This design comes from an exercise in tuning for small area, a short achievable clock period and few clock cycles per item on the open sky130 flow, not from production work.
At most, simulation tests tie the RTL to the original design; equivalence was not proved.
For run 2, only the layout was checked, not whether the RTL still works.
Power and IR drop assume default switching activity.

==> flow/design.v (outline; a module is shown in full before it is edited, if it fits) <==
// module mul: 1953 lines
// module csa_fa: 4 lines
// module csa_ha: 4 lines
// module ysyx_mulunit: 21 lines
module ysyx_mulunit (
    input          clk,
    input          rst_n,
    input          mul_valid,
    input  [63:0]  alu_src1,
    input  [63:0]  alu_src2,
    input  [3:0]   mul_expand_signed,
    output [129:0] mul_res,
    output         sh_fnsh_flag
);
  // ...
==> flow/flow/run.sh <==
#!/bin/bash
# Layout flow: the standard layout (standard.sh, which also runs the
# standard synthesis) with these settings changed:
#  - the port buffers start as buf_1 instead of the buffer the resizer picks;
#  - sizing may swap a cell for one of another footprint;
#  - clock tree synthesis inserts no dummy loads.
# make's output goes to make.log; each step's tool output is in orfs/logs/.
set -euo pipefail
bash standard.sh MATCH_CELL_FOOTPRINT=0 \
    "BUFFER_PORTS_ARGS=-buffer_cell sky130_fd_sc_hd__buf_1" \
    "CTS_ARGS=-sink_clustering_enable -repair_clock_nets -dont_use_dummy_load" \
    finish > make.log 2>&1
==> flow/standard.sh <==
#!/bin/bash
# synth_recipe.tcl (not shown) runs the flow's synth.tcl, then flattens the netlist and writes it again
# the make line also repeats each setting of config.mk as NAME=value (left out here)
make -C /OpenROAD-flow-scripts/flow DESIGN_CONFIG=/design/flow/config.mk WORK_HOME=/design/flow/orfs CLKGATE_MAP_FILE= SYNTH_SCRIPT=/design/flow/synth_recipe.tcl "${@:-finish}"
==> flow/config.mk <==
export PLATFORM = sky130hd
export DESIGN_NAME = ysyx_mulunit
export DESIGN_NICKNAME = ysyx_mulunit
export VERILOG_FILES = /design/flow/design.v
export SDC_FILE = /design/flow/constraint.sdc
export NUM_CORES = 8
export LEC_CHECK = 0
export CAP_MARGIN = 20
export CORE_MARGIN = 2
export CORE_UTILIZATION = 50
export SETUP_SLACK_MARGIN = 4.5
export SLEW_MARGIN = 20
export SYNTH_HIERARCHICAL = 1
==> flow/constraint.sdc <==
create_clock -name core_clock -period 8.0 [get_ports {clk}]
set_input_delay 1.6000 -clock core_clock [delete_from_list [all_inputs] [get_ports {clk}]]
set_output_delay 1.6000 -clock core_clock [all_outputs]
set_load 0.01 [all_outputs]
==> impl_results.md, run 1 <==
- Clock power frac: 0.144
- Combined area of the multi-input logic cells: 0.0212 mm^2
- Worst setup EP type: register
- Shortest period the worst path allows: 3.43 ns
- Mapped cell area: 0.0285 mm^2
- Outcome: no timing/DRC/antenna violations
- Summed area of non-filler cells in the final layout: 0.0313 mm^2
- I/O Pins: 266
- M1 GR Usage: 0.478
- Sort of element at the start of the critical path: input pin
- Combinational share of power: 0.636
- Clock buffer instance count of the final layout: 39
- Predominant post-synthesis flop cell: sky130_fd_sc_hd__dfxtp_1
- Share of cell area taken by flip-flops and latches: 0.205
- Hold violation count in the final report: 0
- Reg2Reg Capture Point: u_mul.P[23]
- Register area share after synthesis: 0.223
- Total iterations of the first detailed-routing run: 6
- Hold-fix buffer count after cts: 0
- Most common cell after layout, fill and taps aside: sky130_fd_sc_hd__xnor2_1
- Total power: 10400 uW
- Startpoint of the worst register-to-register path: u_mul.q[3]
- Min-Delay Startpoint: u_mul.cnt[1]
- Highest-power group: combinational cells
- Number of diodes added for antenna fixing: 0
- Number of global-route vias before repair: 25225
- DR WL met3: 8.88 mm
- # DRC: 0
- Most Crowded Layer GR: met2
Testbench counts, summed over its fixed seeds: cycles 34,590, muls 4,800.
==> inputs of run 2 (changes only) <==
--- a/flow/design.v
+++ b/flow/design.v
@@ -109,17 +109,22 @@
 wire sb32_3_5 = sb32_1_5 | sb32_2_3;
 wire sb32_3_6 = sb32_2_6 | sb32_2_3;
 wire sb32_3_7 = sb32_2_7 | sb32_2_3;
 wire sb32_4_8 = cb32_0 | sb32_3_7;
 wire [NC-1:0] tb32 = {cb32_8, sb32_1_1, sb32_2_2, sb32_2_3, sb32_3_4, sb32_3_5, sb32_3_6, sb32_3_7, sb32_4_8};
 wire sw64 = |(tb64 & ~ta64);
 wire sw32 = |(tb32 & ~ta32);
 wire swap = e0 ? sw64 : e123 & sw32;
-wire nz = e0 ? ta64[0] & tb64[0] : e123 & ta32[0] & tb32[0];
+wire nza64, nzb64, nza32, nzb32;
+nonzero64 nz_a64 (.x(alu_src1), .y(nza64));
+nonzero64 nz_b64 (.x(alu_src2), .y(nzb64));
+nonzero32 nz_a32 (.x(alu_src1[31:0]), .y(nza32));
+nonzero32 nz_b32 (.x(alu_src2[31:0]), .y(nzb32));
+wire nz = e0 ? nza64 & nzb64 : e123 & nza32 & nzb32;
 wire [NC-1:0] ha = e0 ? ta64 & ~(ta64 >> 1) : e123 ? ta32 & ~(ta32 >> 1) : {NC{1'b0}};
 wire [NC-1:0] hb = e0 ? tb64 & ~(tb64 >> 1) : e123 ? tb32 & ~(tb32 >> 1) : {NC{1'b0}};
 function [K:0] chunk;
     input [63:0] x;
     input integer g;
     integer j;
     begin
         for (j = 0; j <= K; j = j + 1)
@@ -142,17 +147,16 @@
 reg              res;       
 reg  [NC-1:0]    cnt;       
 reg  [NC-1:0]    hra, hrb;  
 reg              swp;
 reg  [127:0]     P;         
 reg  [W-1:0]     C;         
 reg              dlp, dlm;  
 reg  [63:0]      M;
-reg  [QW-1:0]    q;
 reg              f0, f1, f3, fa;
 wire [63:0] mask = {{32{f0}}, {32{fa}}};
 wire [63:0] am = alu_src1 & mask;
 wire [63:0] bm = alu_src2 & mask;
 wire idle = ~prep & ~busy & ~res & ~sh_fnsh_flag;
 wire last = ~cnt[1];
 integer i;
 wire [NC-1:0] hm  = swp ? hra : hrb;    
@@ -168,36 +172,35 @@
     qna = {(K+1){1'b0}};
     qnb = {(K+1){1'b0}};
     for (i = 0; i < NC; i = i + 1) begin
         qna = qna | (chunk(am, i) & {(K+1){nxt[i]}});
         qnb = qnb | (chunk(bm, i) & {(K+1){nxt[i]}});
     end
 end
 wire [QW-1:0] qn = booth(swp ? qna : qnb);
+wire [QW-1:0] ql, qh;
+qreg q_lo (.clk(clk), .d(qn), .q(ql));
+qreg q_hi (.clk(clk), .d(qn), .q(qh));
 wire [W-K-1:0] A = P[W-K-1:0];
 wire [W-K-1:0] B = C[W-K-1:0];
 wire [64:0] M1 = {1'b0, M};
 wire [64:0] M2 = {M, 1'b0};
-wire neg0 = q[0];
-wire one0 = q[1];
-wire two0 = q[2];
-wire [64:0] r0 = ((M1 & {65{one0}}) | (M2 & {65{two0}})) ^ {65{neg0}};
-wire neg1 = q[3];
-wire one1 = q[4];
-wire two1 = q[5];
-wire [64:0] r1 = ((M1 & {65{one1}}) | (M2 & {65{two1}})) ^ {65{neg1}};
-wire neg2 = q[6];
-wire one2 = q[7];
-wire two2 = q[8];
-wire [64:0] r2 = ((M1 & {65{one2}}) | (M2 & {65{two2}})) ^ {65{neg2}};
-wire neg3 = q[9];
-wire one3 = q[10];
-wire two3 = q[11];
-wire [64:0] r3 = ((M1 & {65{one3}}) | (M2 & {65{two3}})) ^ {65{neg3}};
+wire [64:0] r0 = {((M1[64:33] & {32{qh[1]}}) | (M2[64:33] & {32{qh[2]}})) ^ {32{qh[0]}},
+                   ((M1[32:0] & {33{ql[1]}}) | (M2[32:0] & {33{ql[2]}})) ^ {33{ql[0]}}};
+wire neg0 = ql[0];
+wire [64:0] r1 = {((M1[64:33] & {32{qh[4]}}) | (M2[64:33] & {32{qh[5]}})) ^ {32{qh[3]}},
+                   ((M1[32:0] & {33{ql[4]}}) | (M2[32:0] & {33{ql[5]}})) ^ {33{ql[3]}}};
+wire neg1 = ql[3];
+wire [64:0] r2 = {((M1[64:33] & {32{qh[7]}}) | (M2[64:33] & {32{qh[8]}})) ^ {32{qh[6]}},
+                   ((M1[32:0] & {33{ql[7]}}) | (M2[32:0] & {33{ql[8]}})) ^ {33{ql[6]}}};
+wire neg2 = ql[6];
+wire [64:0] r3 = {((M1[64:33] & {32{qh[10]}}) | (M2[64:33] & {32{qh[11]}})) ^ {32{qh[9]}},
+                   ((M1[32:0] & {33{ql[10]}}) | (M2[32:0] & {33{ql[11]}})) ^ {33{ql[9]}}};
+wire neg3 = ql[9];
 wire t1, t2;
 csa_ha t1_i (.a(r0[6]), .b(r1[4]), .s(t1), .co(t2));
 wire t3, t4;
 csa_ha t3_i (.a(r0[7]), .b(r1[5]), .s(t3), .co(t4));
 wire t5, t6;
 csa_fa t5_i (.a(A[0]), .b(B[0]), .c(r0[8]), .s(t5), .co(t6));
 wire t7, t8;
 csa_ha t7_i (.a(r1[6]), .b(r2[4]), .s(t7), .co(t8));
@@ -1929,17 +1932,16 @@
     swp <= swap;
     hra <= ha;
     hrb <= hb;
     M   <= swp ? bm : am;
     f0  <= e0;
     f1  <= e1;
     f3  <= e3;
     fa  <= e0 | e123;
-    q   <= qn;
     if (busy) begin
         cnt <= cnt >> 1;
         P   <= {ustep, ns};
         C   <= nc;
         dlp <= tdp;
         dlm <= tdm;
     end else begin
         cnt <= tn;
@@ -1954,16 +1956,25 @@
 module csa_fa (input a, input b, input c, output s, output co);
 assign s  = a ^ b ^ c;
 assign co = (a & b) | (a & c) | (b & c);
 endmodule
 module csa_ha (input a, input b, output s, output co);
 assign s  = a ^ b;
 assign co = a & b;
 endmodule
+module qreg (input clk, input [11:0] d, output reg [11:0] q);
+always @(posedge clk) q <= d;
+endmodule
+module nonzero64 (input [63:0] x, output y);
+assign y = |x;
+endmodule
+module nonzero32 (input [31:0] x, output y);
+assign y = |x;
+endmodule
 module ysyx_mulunit (
     input          clk,
     input          rst_n,
     input          mul_valid,
     input  [63:0]  alu_src1,
     input  [63:0]  alu_src2,
     input  [3:0]   mul_expand_signed,
     output [129:0] mul_res,
==> flow/flow/run.sh (replaced) <==
#!/bin/bash
# Layout flow: the standard layout (standard.sh, which also runs the
# standard synthesis) with these settings changed:
#  - the port buffers start as buf_2 instead of the buffer the resizer picks;
#  - sizing may swap a cell for one of another footprint;
#  - clock tree synthesis inserts no dummy loads.
# make's output goes to make.log; each step's tool output is in orfs/logs/.
set -euo pipefail
bash standard.sh MATCH_CELL_FOOTPRINT=0 \
    "BUFFER_PORTS_ARGS=-buffer_cell sky130_fd_sc_hd__buf_2" \
    "CTS_ARGS=-sink_clustering_enable -repair_clock_nets -dont_use_dummy_load" \
    finish > make.log 2>&1
==> run 2 against run 1 <==
Synthesized area is 1.8% higher. Non-clock buffer count is 33 higher. Clock skew is 0.011 ns higher. Register-to-register slack worse by 0.08 ns. Synthesized cell count is 0.79% higher. Critical path type is now register to register. Combinational power is 28% lower. Via count is 3.2% higher. Clock power is 4% higher. Utilization is 1.4 points higher. Sequential cell count is 12 higher. Hold slack better by 0.022 ns. Maximum frequency is 2.4% lower.
==> impl_results.md, run 2 <==
- Outcome: no timing/DRC/antenna violations (unchanged)
- Final Max Tran Viols: 0 (unchanged)
- Clock Sink Count: 328 (was 316)
- Crit path max fanout: 7 (was 4)
- Crit share post-route: 0.440 (was 0.429)
- Number of max-cap violations: 0 (unchanged)
- Shortest period the worst path allows: 3.52 ns (was 3.43 ns)
- Leading cell types by count after synthesis: sky130_fd_sc_hd__xnor2_1 (359), sky130_fd_sc_hd__dfxtp_1 (324), sky130_fd_sc_hd__a22oi_1 (284) (was sky130_fd_sc_hd__xnor2_1 (352), sky130_fd_sc_hd__dfxtp_1 (312), sky130_fd_sc_hd__a22oi_1 (290))
- Startpoint of the worst register-to-register path: u_mul.P[94] (was u_mul.q[3])
- Combinational share of power: 0.561 (was 0.636)
- Total iterations of the first detailed-routing run: 7 (was 6)
- Post-DRT Antenna Nets: 0 (unchanged)
- Starting utilization of the core area: 0.504 (was 0.505)
- Clock-pin slew reported for the worst setup and hold paths after clock tree synthesis: 0.06 ns (about the same)
- Die Width: 245 um (was 243 um)
- Relative slew slack: 0.159 (was 0.357)
- Unrepaired setup endpoints after global routing: yes (was no)
- Post-Syn Area per Cell: 9.10 um^2 (was 9.01 um^2)
- Worst hold endpoint: u_mul.res (unchanged)
- Via density: 6.45 (was 6.36)
- Power share of the sequential group: 0.255 (was 0.220)
- Number of global-route vias before repair: 26197 (was 25225)
- Layout overhead on the synthesized area: 12.7% (was 9.78%)
- Post-DP HPWL: 82.7 mm (was 79.2 mm)
- Synthesized netlist cell count: 3185 (was 3160)
- Total die area: 0.0599 mm^2 (was 0.0589 mm^2)
- Synth top area share: 0.224 (was 0.219)
- Hold violation count in the final report: 0 (unchanged)
- Sort of element at the start of the critical path: register (was input pin)
- Detailed-route wire length: 110 mm (was 106 mm)
- Slew at the pin closest to its max-slew limit: 1.26 ns (was 0.964 ns)
- Yosys warnings: 8 (was 7)
- Routed length per instance: 27.1 um (was 26.4 um)
- Clock buffer depth: 3 (unchanged)
- Reg2Reg Capture Point: u_mul.P[127] (was u_mul.P[23])
- Hold-fix buffer count after cts: 0 (unchanged)
- Final setup vio count: 0 (unchanged)
- Fin Clk Skew: 0.0379 ns (was 0.0271 ns)
- Internal: 4730 uW (was 5430 uW)
- Net switching power: 3760 uW (was 5000 uW)
- Max FFs per register: 128 (unchanged)
- Core box area: 0.0575 mm^2 (was 0.0564 mm^2)
- Max IR drop VDD: 0.159 mV (was 0.228 mV)
- Classification of the worst setup path: register to register (was input pin to register)
- Leading cell type by number of instances after synthesis: sky130_fd_sc_hd__xnor2_1 (unchanged)
- Crit path arrival time: 3.93 ns (was 3.85 ns)
- Num rows: 88 (was 87)
- Iter 0 DRT Violations: 2494 (was 2503)
- Flip-flop and latch count after synthesis: 328 (was 316)
- Largest area contributor in the netlist: sky130_fd_sc_hd__dfxtp_1 (unchanged)
- Placer's final routability congestion estimate: 1.06 (was 1.05)
- Asr flop ratio synth: 0.0122 (was 0.0127)
- Data required time at the worst endpoint: 8.41 ns (about the same)
- Via count: 26247 (was 25426)
- Largest registers in the final layout: u_mul.P (128), u_mul.C (75), u_mul.M (64) (unchanged)
- Summed negative setup slack over all endpoints: 0 ns (unchanged)
- Most common cell after layout, fill and taps aside: sky130_fd_sc_hd__xnor2_1 (unchanged)
- Antenna violations before repair: 3 (was 1)
- Global-route wire length before repair: 165 mm (was 158 mm)
- Clock root cell: sky130_fd_sc_hd__clkbuf_16 (unchanged)
- Floorplan die height: 245 um (was 243 um)
- Register area share after synthesis: 0.227 (was 0.223)
- I/O Pins: 266 (unchanged)
- Mapped cell area: 0.0290 mm^2 (was 0.0285 mm^2)
- Post-synth cell types: 90 (was 93)
- Number of instances on the worst hold path: 1 (unchanged)
- CTS tree: built (unchanged)
- Top post-synthesis cells by area: sky130_fd_sc_hd__dfxtp_1 (22%), sky130_fd_sc_hd__fa_1 (18%), sky130_fd_sc_hd__xnor2_1 (11%), sky130_fd_sc_hd__a22oi_1 (7.4%), sky130_fd_sc_hd__ha_1 (4.6%) (was sky130_fd_sc_hd__dfxtp_1 (22%), sky130_fd_sc_hd__fa_1 (18%), sky130_fd_sc_hd__xnor2_1 (11%), sky130_fd_sc_hd__a22oi_1 (7.6%), sky130_fd_sc_hd__ha_1 (4.7%))
- Worst-skew pair later-pin latency: 0.56 ns (about the same)
- Number of buffers added by the clock tree synthesis step: 41 (was 39)
- Final nets: 3804 (was 3746)
- R2r worst-path depth: 10 (was 7)
- Min-Delay Startpoint: u_mul.cnt[1] (unchanged)
- Number of synthesized flops with an enable pin: 0 (unchanged)
- Total congestion overflow after global routing: 0 (unchanged)
- Total power: 8490 uW (was 10400 uW)
- Internal reg-to-reg setup slack: 4.48 ns (was 4.57 ns)
- Clock H-tree levels: 2 (unchanged)
- Worst setup EP type: register (unchanged)
- Pin count of the biggest net entering global routing: 100 (was 98)
- Pleak: 0.0129 uW (was 0.0117 uW)
- Clock power frac: 0.184 (was 0.144)
- Maximum clock rate: 284 MHz (was 291 MHz)
- Overall fraction of global-route tracks in use: 0.360 (was 0.348)
- Power density normalized to cell area: 260 mW/mm^2 (was 334 mW/mm^2)
- Input/output buffers: 263 (unchanged)
- Fraction of final layout cells with drive strength greater than 1: 0.167 (was 0.0694)
- Worst hold path type: register to register (unchanged)
- Predominant post-synthesis flop cell: sky130_fd_sc_hd__dfxtp_1 (unchanged)
- # DRC: 0 (unchanged)
- Register bank with the most flops: u_mul.P (unchanged)
- Leading cell types in the layout, fill and taps excluded: sky130_fd_sc_hd__xnor2_1 (357), sky130_fd_sc_hd__a22oi_1 (283), sky130_fd_sc_hd__dfxtp_1 (278) (was sky130_fd_sc_hd__xnor2_1 (352), sky130_fd_sc_hd__a22oi_1 (289), sky130_fd_sc_hd__dfxtp_1 (284))
- Switching power as a share of total power: 0.443 (was 0.479)
## run 2: kinds of logic after synthesis
| family | Yosys count | share of synthesized area |
|---|---|---|
| AOI/OAI and AO/OA | 772 | 0.183 |
| other | 1 | 0.000129 |
| buffers and inverters | 344 | 0.0490 |
| xor gates and xnor gates | 413 | 0.125 |
| muxes | 89 | 0.0312 |
| adders and majority gates | 368 | 0.227 |
| DFF | 328 | 0.227 |
| and+or+nand+nor | 870 | 0.157 |
## run 2: repair_timing
action | 4_1_cts | 5_1_grt
setup endpoints to repair | 103 | 75
gates cloned | 0 | 1
pin swaps | 12 | 30
hold endpoints to repair | 0 | 0
setup buffers | 14 | 20
resized for setup | 53 | 137
## run 2: layout make-up
| class | count | area [um^2] |
|---|---|---|
| Sequential cell | 328 | 6670 |
| Antenna cell | 3 | 7.51 |
| Timing Repair Buffer | 341 | 2080 |
| Tap cell | 765 | 957 |
| Fill cell | 5298 | 24800 |
| Clock buffer | 41 | 1030 |
| Multi-Input combinational cell | 2515 | 21600 |
| Inverter | 74 | 278 |
## run 2: routing by layer
metal  track usage  routed length [um]
met1         0.480               44800
met2         0.585               50900
met3        0.0647                9850
met4         0.133                4690
met5             0                   0
## run 2: critical path, stage by stage, from the launching register on
cell and delay (ns):
sky130_fd_sc_hd__dfxtp_1 0.37, sky130_fd_sc_hd__or4_4 0.55, sky130_fd_sc_hd__or4_4 0.50, sky130_fd_sc_hd__or4_4 0.57, sky130_fd_sc_hd__or3_4 0.39, sky130_fd_sc_hd__or2_4 0.29, sky130_fd_sc_hd__nor4_4 0.17, sky130_fd_sc_hd__a31oi_2 0.10
sky130_fd_sc_hd__xnor2_2 0.18, sky130_fd_sc_hd__xnor2_1 0.18, sky130_fd_sc_hd__o31ai_2 0.07
## run 2: per-stage QoR
step	instances	hold WS, ns	worst slack, ns	area (um^2)	utilization
floorplan	3187	0.402	4.48	29000	-
global placement	3988	0.422	3.48	30500	0.530
detailed placement	3988	0.433	3.34	30500	0.530
CTS	4043	0.441	4.41	31800	0.554
global route	4064	0.459	4.38	32600	0.568
finish	4067	0.448	4.48	32700	0.568
## run 2: worst max-delay path by stage
stage	from	slack [ns]	to	cells after the start
after floorplan	u_mul.P[84]	4.48	u_mul.P[110]	13
after global placement	u_mul.C[0]	3.48	u_mul.P[122]	12
after detailed placement	u_mul.P[0]	3.34	u_mul.P[122]	12
after CTS	u_mul.P[35]	4.41	u_mul.P[105]	14
after global routing	u_mul.P[0]	4.38	u_mul.P[105]	17
final	u_mul.P[94]	4.48	u_mul.P[127]	10
## run 2: modules after synthesis, one instance, submodules excluded, excerpt
| module | flip-flops and latches | area, um^2 | cells inside |
|---|---|---|---|
| csa_fa | 0 | 20.0 | 1 |
| csa_ha | 0 | 12.5 | 1 |
| mul | 304 | 22800 | 2831 |
| nonzero32 | 0 | 75.1 | 11 |
| nonzero64 | 0 | 139 | 21 |
| qreg | 12 | 240 | 12 |
## run 2: power groups by stage
stage	clock, uW	sequential, uW	combinational (uW)
after floorplan	0	2110	3020
after global placement	0	2160	4500
after detailed placement	0	2170	4540
after CTS	1590	2140	4610
after global routing	1650	2200	5220
final	1570	2160	4760

-- what the ideal ports hide --
How much do the figures lean on ideal ports? The routed layouts below were timed once more, with nothing changed but the port constraints.
Step 1: set_driving_cell puts a clkbuf_16 on clk and a buf_2 on each other input, an assumption about the parent block.
Step 2 also shifts input and output timing later by t, the mid clock arrival at the registers, as if the neighbouring blocks saw the same clock.
a / b / c = ideal / step 1 / step 2; a / b = the first two.
run | t, ns | slack for setup (ns) | worst register clock-pin slew, ns
run 1 | 0.605 | 4.565 / 4.574 / 4.001 | 0.06 / 0.06
run 2 | 0.605 | 4.480 / 4.480 / 3.921 | 0.06 / 0.06
After both steps every run listed still meets setup and hold. The setup slack of run 1, which loses most, moves by +0.009 ns with the drivers and by -0.564 ns with both steps.
